This is an optimization exercise on Yosys and OpenROAD, whose aim is small area, a short achievable clock period and few clock cycles, not a production implementation.
Where RTL was checked, it was by simulation tests only, not by an equivalence proof against the original.
Power is estimated from default activity; no workload was simulated.

==> inputs of run a <==
## convUnit
module convUnit (
    clk,
    reset,
    image,
    filter,
    result,
    done
);
export LEC_CHECK = 0
export ABC_AREA = 1
export CAP_MARGIN = 20
export CORE_AREA = 5 5 245 245
export DIE_AREA = 0 0 250 250
export SLEW_MARGIN = 20
create_clock -name core_clock -period 16.0 [get_ports {clk}]
standard.sh (not shown) runs the stock make flow with config.mk's settings and CLKGATE_MAP_FILE= SYNTH_SCRIPT=/design/flow/synth_recipe.tcl, a recipe that flattens the netlist after the stock synthesis.
==> flow/flow/run.sh <==
#!/bin/bash
set -euo pipefail
export BUFFER_PORTS_ARGS="-buffer_cell sky130_fd_sc_hd__buf_1"
export SETUP_SLACK_MARGIN="${MARGIN:-$(cat flow/margin.txt)}"
bash standard.sh > standard.log 2>&1
==> flow/flow/margin.txt <==
11.5
==> run b (differences from run a) <==
==> flow/flow/margin.txt (replaced) <==
11
==> notes <==
Against run b, the global-route usage of run a is higher by 0.43 points. Against run a, the design area of run b is lower by about 6%. Against run a, the via count of run b is smaller by 1.7%. In area after synthesis, run a and run b do not differ. Routed wire length: run b is lower than run a (1.3%).
Testbench counts of run a, summed over its fixed seeds: cycles 10,736.
Testbench counts of run b, summed over its fixed seeds: cycles 10,736.

* * *

==> inputs of trial 4 <==
Another version of the RTL of convUnit (not shown whole).
==> flow/design.v (excerpt) <==
module convUnit (
    clk,
    reset,
    image,
    filter,
    result,
    done
);
clock: 16.0 ns
lec_check: 0
cap_margin: 20
core_area: 5 5 225 225
die_area: 0 0 230 230
slew_margin: 20
==> flow/flow/margin.txt <==
10
Scripts as last shown in full above: flow/flow/run.sh
==> build 16: changes against trial 4 <==
--- a/flow/design.v
+++ b/flow/design.v
@@ -198,18 +198,17 @@
 wire [21:0] p = r0 + r1;
 wire [5:0] esum = {1'b0, floatA[14:10]} + {1'b0, floatB[14:10]};
 wire [6:0] e0 = {1'b0, esum} - 7'd15;
 wire [6:0] e1 = {1'b0, esum} - 7'd14;
 wire       ok0 = ~e0[6] & ~e0[5];
 wire       ok1 = ~e1[6] & ~e1[5];
 wire       nz  = (floatA != 16'd0) & (floatB != 16'd0);
-wire [9:0] m   = p[21] ? p[20:11] : p[19:10];
-wire [4:0] e   = p[21] ? e1[4:0] : e0[4:0];
-wire       ok  = nz & (p[21] ? ok1 : ok0);
-assign product = ok ? {floatA[15] ^ floatB[15], e, m} : 16'd0;
+wire [15:0] q0 = (nz & ok0) ? {floatA[15] ^ floatB[15], e0[4:0], p[19:10]} : 16'd0;
+wire [15:0] q1 = (nz & ok1) ? {floatA[15] ^ floatB[15], e1[4:0], p[20:11]} : 16'd0;
+assign product = p[21] ? q1 : q0;
 endmodule
 `timescale 100 ns / 10 ps
 module floatAdd16 (floatA, floatB, sum);
 input  [15:0] floatA, floatB;
 output [15:0] sum;
 wire        sa = floatA[15], sb = floatB[15];
 wire [4:0]  ea = floatA[14:10], eb = floatB[14:10];
@@ -265,38 +264,46 @@
 assign sum = ({16{use_b}} & floatB)
            | ({16{use_a}} & floatA)
            | ({16{use_c & ~ec[5]}} & {sc, ec[4:0], rn[9:0]})
            | ({16{use_s & v_fsub}} & {xs, res_fsub})
            | ({16{use_d & v_add}}  & {xs, res_add});
 endmodule
 `timescale 100 ns / 10 ps
-module processingElement16(clk,reset,floatA,floatB,valid,result);
+module processingElement16(reset, pend, image, filter, opA, opB, nz);
 parameter DATA_WIDTH = 16;
-input clk, reset;
-input [DATA_WIDTH-1:0] floatA, floatB;
-input valid;
-output reg [DATA_WIDTH-1:0] result;
-wire [DATA_WIDTH-1:0] multResult;
-wire [DATA_WIDTH-1:0] addResult;
-reg  [DATA_WIDTH-1:0] product;
-reg                   pvalid;
-floatMult16 FM (floatA,floatB,multResult);
-floatAdd16 FADD (product,result,addResult);
-always @ (posedge clk) begin
-	product <= multResult;
-end
-always @ (posedge clk or posedge reset) begin
-	if (reset == 1'b1) begin
-		pvalid <= 1'b0;
-		result <= 0;
-	end else begin
-		pvalid <= valid;
-		if (pvalid) result <= addResult;
+parameter N = 25;
+input  reset;
+input  [N-1:1] pend;
+input  [N*DATA_WIDTH-1:0] image, filter;
+output [DATA_WIDTH-1:0] opA, opB;
+output reg [N-1:1] nz;
+wire [N-1:1] sel;
+genvar t;
+generate
+	for (t = 1; t < N; t = t + 1) begin : g_sel
+		if (t == 1) begin : g_first
+			assign sel[t] = pend[t];
+		end else begin : g_rest
+			assign sel[t] = pend[t] & ~|pend[t-1:1];
+		end
+	end
+endgenerate
+reg [DATA_WIDTH-1:0] muxA, muxB;
+integer j;
+always @(*) begin
+	muxA = 0;
+	muxB = 0;
+	for (j = 1; j < N; j = j + 1) begin
+		muxA = muxA | ({DATA_WIDTH{sel[j]}} & image[DATA_WIDTH*j+:DATA_WIDTH]);
+		muxB = muxB | ({DATA_WIDTH{sel[j]}} & filter[DATA_WIDTH*j+:DATA_WIDTH]);
+		nz[j] = |image[DATA_WIDTH*j+:DATA_WIDTH];
 	end
 end
+assign opA = reset ? image[DATA_WIDTH-1:0]  : muxA;
+assign opB = reset ? filter[DATA_WIDTH-1:0] : muxB;
 endmodule
 `timescale 100 ns / 10 ps
 module convUnit (
     clk,
     reset,
     image,
     filter,
@@ -305,65 +312,49 @@
 );
     parameter DATA_WIDTH = 16;
     parameter D = 1;
     parameter F = 5;
     localparam N = D*F*F;
     input clk, reset;
     input [N*DATA_WIDTH-1:0] image, filter;
-    output [DATA_WIDTH-1:0] result;
+    output reg [DATA_WIDTH-1:0] result;
     output reg done;   
-    reg  [N-1:1] pend;     
-    reg          last;     
-    reg          valid;    
-    reg  [DATA_WIDTH-1:0] opA, opB;
-    wire [N-1:1] sel;      
-    wire [N-1:0] pick;
-    genvar t;
-    generate
-        for (t = 1; t < N; t = t + 1) begin : g_sel
-            if (t == 1) begin : g_first
-                assign sel[t] = pend[t];
-            end else begin : g_rest
-                assign sel[t] = pend[t] & ~|pend[t-1:1];
-            end
-            assign pick[t] = sel[t] & ~reset;
-        end
-    endgenerate
-    assign pick[0] = reset;
+    reg  [N-1:1] pend;      
+    reg          last;      
+    reg          valid;     
+    reg          pvalid;    
+    reg  [DATA_WIDTH-1:0] opA, opB, product;
+    wire [N-1:1] nz;
+    wire [DATA_WIDTH-1:0] selA, selB, multResult, addResult;
     wire any = |pend;
-    reg [DATA_WIDTH-1:0] muxA, muxB;
-    reg [N-1:1] nz;
-    integer j;
-    always @(*) begin
-        muxA = 0;
-        muxB = 0;
-        for (j = 0; j < N; j = j + 1) begin
-            muxA = muxA | ({DATA_WIDTH{pick[j]}} & image[DATA_WIDTH*j+:DATA_WIDTH]);
-            muxB = muxB | ({DATA_WIDTH{pick[j]}} & filter[DATA_WIDTH*j+:DATA_WIDTH]);
-        end
-        for (j = 1; j < N; j = j + 1)
-            nz[j] = |image[DATA_WIDTH*j+:DATA_WIDTH];
-    end
+    processingElement16 #(.DATA_WIDTH(DATA_WIDTH), .N(N)) SEL (
+        .reset (reset),
+        .pend  (pend),
+        .image (image),
+        .filter(filter),
+        .opA   (selA),
+        .opB   (selB),
+        .nz    (nz)
+    );
+    floatMult16 FM (opA, opB, multResult);
+    floatAdd16 FADD (product, result, addResult);
     always @(posedge clk) begin
-        pend  <= reset ? nz : (pend & ~sel);
-        opA   <= muxA;
-        opB   <= muxB;
-        valid <= reset | any;
+        pend    <= reset ? nz : (pend & (pend - 1'b1));
+        opA     <= selA;
+        opB     <= selB;
+        valid   <= reset | any;
+        product <= multResult;
     end
     always @(posedge clk, posedge reset) begin
         if (reset == 1'b1) begin
-            last <= 1'b0;
-            done <= 1'b0;
+            last   <= 1'b0;
+            done   <= 1'b0;
+            pvalid <= 1'b0;
+            result <= 0;
         end else begin
-            last <= ~any;
-            done <= last;
+            last   <= ~any;
+            done   <= last;
+            pvalid <= valid;
+            if (pvalid) result <= addResult;
         end
     end
-    processingElement16 PE (
-        .clk   (clk),
-        .reset (reset),
-        .floatA(opA),
-        .floatB(opB),
-        .valid (valid),
-        .result(result)
-    );
 endmodule
==> flow/flow/margin.txt (replaced) <==
11
Settings changed: ABC_AREA from default to 1, CORE_AREA 5 5 225 225 to 5 5 245 245, DIE_AREA 0 0 230 230 to 0 0 250 250.
==> build 80: changes against trial 4 <==
--- a/flow/design.v
+++ b/flow/design.v
@@ -198,18 +198,17 @@
 wire [21:0] p = r0 + r1;
 wire [5:0] esum = {1'b0, floatA[14:10]} + {1'b0, floatB[14:10]};
 wire [6:0] e0 = {1'b0, esum} - 7'd15;
 wire [6:0] e1 = {1'b0, esum} - 7'd14;
 wire       ok0 = ~e0[6] & ~e0[5];
 wire       ok1 = ~e1[6] & ~e1[5];
 wire       nz  = (floatA != 16'd0) & (floatB != 16'd0);
-wire [9:0] m   = p[21] ? p[20:11] : p[19:10];
-wire [4:0] e   = p[21] ? e1[4:0] : e0[4:0];
-wire       ok  = nz & (p[21] ? ok1 : ok0);
-assign product = ok ? {floatA[15] ^ floatB[15], e, m} : 16'd0;
+wire [15:0] q0 = (nz & ok0) ? {floatA[15] ^ floatB[15], e0[4:0], p[19:10]} : 16'd0;
+wire [15:0] q1 = (nz & ok1) ? {floatA[15] ^ floatB[15], e1[4:0], p[20:11]} : 16'd0;
+assign product = p[21] ? q1 : q0;
 endmodule
 `timescale 100 ns / 10 ps
 module floatAdd16 (floatA, floatB, sum);
 input  [15:0] floatA, floatB;
 output [15:0] sum;
 wire        sa = floatA[15], sb = floatB[15];
 wire [4:0]  ea = floatA[14:10], eb = floatB[14:10];
@@ -265,38 +264,46 @@
 assign sum = ({16{use_b}} & floatB)
            | ({16{use_a}} & floatA)
            | ({16{use_c & ~ec[5]}} & {sc, ec[4:0], rn[9:0]})
            | ({16{use_s & v_fsub}} & {xs, res_fsub})
            | ({16{use_d & v_add}}  & {xs, res_add});
 endmodule
 `timescale 100 ns / 10 ps
-module processingElement16(clk,reset,floatA,floatB,valid,result);
+module processingElement16(reset, pend, image, filter, opA, opB, nz);
 parameter DATA_WIDTH = 16;
-input clk, reset;
-input [DATA_WIDTH-1:0] floatA, floatB;
-input valid;
-output reg [DATA_WIDTH-1:0] result;
-wire [DATA_WIDTH-1:0] multResult;
-wire [DATA_WIDTH-1:0] addResult;
-reg  [DATA_WIDTH-1:0] product;
-reg                   pvalid;
-floatMult16 FM (floatA,floatB,multResult);
-floatAdd16 FADD (product,result,addResult);
-always @ (posedge clk) begin
-	product <= multResult;
-end
-always @ (posedge clk or posedge reset) begin
-	if (reset == 1'b1) begin
-		pvalid <= 1'b0;
-		result <= 0;
-	end else begin
-		pvalid <= valid;
-		if (pvalid) result <= addResult;
+parameter N = 25;
+input  reset;
+input  [N-1:1] pend;
+input  [N*DATA_WIDTH-1:0] image, filter;
+output [DATA_WIDTH-1:0] opA, opB;
+output reg [N-1:1] nz;
+wire [N-1:1] sel;
+genvar t;
+generate
+	for (t = 1; t < N; t = t + 1) begin : g_sel
+		if (t == 1) begin : g_first
+			assign sel[t] = pend[t];
+		end else begin : g_rest
+			assign sel[t] = pend[t] & ~|pend[t-1:1];
+		end
+	end
+endgenerate
+reg [DATA_WIDTH-1:0] muxA, muxB;
+integer j;
+always @(*) begin
+	muxA = 0;
+	muxB = 0;
+	for (j = 1; j < N; j = j + 1) begin
+		muxA = muxA | ({DATA_WIDTH{sel[j]}} & image[DATA_WIDTH*j+:DATA_WIDTH]);
+		muxB = muxB | ({DATA_WIDTH{sel[j]}} & filter[DATA_WIDTH*j+:DATA_WIDTH]);
+		nz[j] = |image[DATA_WIDTH*j+:DATA_WIDTH];
 	end
 end
+assign opA = reset ? image[DATA_WIDTH-1:0]  : muxA;
+assign opB = reset ? filter[DATA_WIDTH-1:0] : muxB;
 endmodule
 `timescale 100 ns / 10 ps
 module convUnit (
     clk,
     reset,
     image,
     filter,
@@ -305,65 +312,49 @@
 );
     parameter DATA_WIDTH = 16;
     parameter D = 1;
     parameter F = 5;
     localparam N = D*F*F;
     input clk, reset;
     input [N*DATA_WIDTH-1:0] image, filter;
-    output [DATA_WIDTH-1:0] result;
+    output reg [DATA_WIDTH-1:0] result;
     output reg done;   
-    reg  [N-1:1] pend;     
-    reg          last;     
-    reg          valid;    
-    reg  [DATA_WIDTH-1:0] opA, opB;
-    wire [N-1:1] sel;      
-    wire [N-1:0] pick;
-    genvar t;
-    generate
-        for (t = 1; t < N; t = t + 1) begin : g_sel
-            if (t == 1) begin : g_first
-                assign sel[t] = pend[t];
-            end else begin : g_rest
-                assign sel[t] = pend[t] & ~|pend[t-1:1];
-            end
-            assign pick[t] = sel[t] & ~reset;
-        end
-    endgenerate
-    assign pick[0] = reset;
+    reg  [N-1:1] pend;      
+    reg          last;      
+    reg          valid;     
+    reg          pvalid;    
+    reg  [DATA_WIDTH-1:0] opA, opB, product;
+    wire [N-1:1] nz;
+    wire [DATA_WIDTH-1:0] selA, selB, multResult, addResult;
     wire any = |pend;
-    reg [DATA_WIDTH-1:0] muxA, muxB;
-    reg [N-1:1] nz;
-    integer j;
-    always @(*) begin
-        muxA = 0;
-        muxB = 0;
-        for (j = 0; j < N; j = j + 1) begin
-            muxA = muxA | ({DATA_WIDTH{pick[j]}} & image[DATA_WIDTH*j+:DATA_WIDTH]);
-            muxB = muxB | ({DATA_WIDTH{pick[j]}} & filter[DATA_WIDTH*j+:DATA_WIDTH]);
-        end
-        for (j = 1; j < N; j = j + 1)
-            nz[j] = |image[DATA_WIDTH*j+:DATA_WIDTH];
-    end
+    processingElement16 #(.DATA_WIDTH(DATA_WIDTH), .N(N)) SEL (
+        .reset (reset),
+        .pend  (pend),
+        .image (image),
+        .filter(filter),
+        .opA   (selA),
+        .opB   (selB),
+        .nz    (nz)
+    );
+    floatMult16 FM (opA, opB, multResult);
+    floatAdd16 FADD (product, result, addResult);
     always @(posedge clk) begin
-        pend  <= reset ? nz : (pend & ~sel);
-        opA   <= muxA;
-        opB   <= muxB;
-        valid <= reset | any;
+        pend    <= reset ? nz : (pend & (pend - 1'b1));
+        opA     <= selA;
+        opB     <= selB;
+        valid   <= reset | any;
+        product <= multResult;
     end
     always @(posedge clk, posedge reset) begin
         if (reset == 1'b1) begin
-            last <= 1'b0;
-            done <= 1'b0;
+            last   <= 1'b0;
+            done   <= 1'b0;
+            pvalid <= 1'b0;
+            result <= 0;
         end else begin
-            last <= ~any;
-            done <= last;
+            last   <= ~any;
+            done   <= last;
+            pvalid <= valid;
+            if (pvalid) result <= addResult;
         end
     end
-    processingElement16 PE (
-        .clk   (clk),
-        .reset (reset),
-        .floatA(opA),
-        .floatB(opB),
-        .valid (valid),
-        .result(result)
-    );
 endmodule
Settings changed: ABC_AREA from default to 1, CORE_AREA 5 5 225 225 to 5 5 245 245, DIE_AREA 0 0 230 230 to 0 0 250 250.
==> summary of the runs <==
Between trial 4 and build 80, the lower utilization is in build 80 (gap 7.8 points).
Trial 4 completed with no timing, DRC or antenna violations. Build 16 completed with no timing, DRC or antenna violations. Build 80 finished clean.
Cell count, lowest first: trial 4, build 80, build 16.
The highest total power belongs to build 16, the lowest to trial 4.
The highest register-to-register slack belongs to build 16, the lowest to trial 4.
Against trial 4, the count of clock-buffer cells in the layout of build 16 is lower by 1.
The highest via count belongs to build 16, the lowest to build 80.
Clock skew, highest first: build 16, build 80, trial 4.
==> figures <==
metric                                                               build 80                   trial 4                  build 16
Outcome                                      no timing/DRC/antenna violations  no timing/DRC/antenna violations  no timing/DRC/antenna violations
Clock latency on the worst-skew pair                                  0.40 ns                   0.40 ns                   0.39 ns
Crit path buf inv count                                                     7                         3                         2
Syn_nets                                                                3,995                     3,328                     3,995
Die width                                                              250 um                    230 um                    250 um
Power Sequential                                                     0.430 mW                  0.439 mW                  0.430 mW
Core area                                                        57,370 sq um              47,850 sq um              57,370 sq um
Area taken by flip-flops and latches                               1956 sq um                1974 sq um                2008 sq um
Most instantiated library cell after synthesis       sky130_fd_sc_hd__nand2_1  sky130_fd_sc_hd__a22oi_1  sky130_fd_sc_hd__nand2_1
Placed Area                                                      22,440 sq um              21,150 sq um              22,440 sq um
Number of buffers inserted by post-CTS setup repair                         0                         1                        23
Final Cycle Share                                                      0.3514                    0.3815                    0.3125
Met3 Usage GRT                                                        0.07993                    0.2036                   0.09556
Iteration-0 DRC count of the detailed router                            3,150                     4,439                     2,980
Slew at the pin closest to its max-slew limit                        1.172 ns                  1.121 ns                  1.194 ns
Worst setup slack after layout                                       10.38 ns                  9.897 ns                  11.00 ns
Testbench counts of build 16, summed over its fixed seeds: cycles 10,736.
Testbench counts of build 80, summed over its fixed seeds: cycles 10,736.
The RTL of trial 4 was laid out without a check of its function.

afterwards: timing with drivers on the ports:
The flow's constraints put no driver on any port. The routed layouts listed below were extracted and timed again, unchanged, in two steps. Step 1 (the two cells are an assumption about what drives the block):
set clk [get_ports {clk}]
set_driving_cell -lib_cell sky130_fd_sc_hd__clkbuf_16 $clk
set_driving_cell -lib_cell sky130_fd_sc_hd__buf_2 [delete_from_list [all_inputs] $clk]
Step 2 times the ports against the registers' clock, not the clock port: input delays grow and output delays shrink by t, the midpoint of the rising clock arrivals with the driver on. Three values: no drivers, after step 1, after step 2; two values: the first two.
run	t (ns)	slack for setup (ns)	worst setup path after step 2	clock arrival spread, ns	slew at the worst register clock pin (ns)
run a	0.462	11.075 / 11.075 / 10.615	input to register	0.015 / 0.015	0.08 / 0.08
run b	0.458	10.980 / 11.002 / 10.544	input to register	0.022 / 0.022	0.09 / 0.09
trial 4	0.446	9.897 / 9.916 / 9.470	input to register	0.013 / 0.012	0.08 / 0.08
build 16	0.440	10.999 / 10.999 / 10.634	input to register	0.019 / 0.019	0.09 / 0.09
build 80	0.451	10.378 / 10.378 / 10.330	input to register	0.017 / 0.016	0.08 / 0.08
After both steps setup and hold are still met in every run listed. The setup slack of run a, which loses most, moves by 0.000 ns with the drivers and by -0.460 ns with both steps.
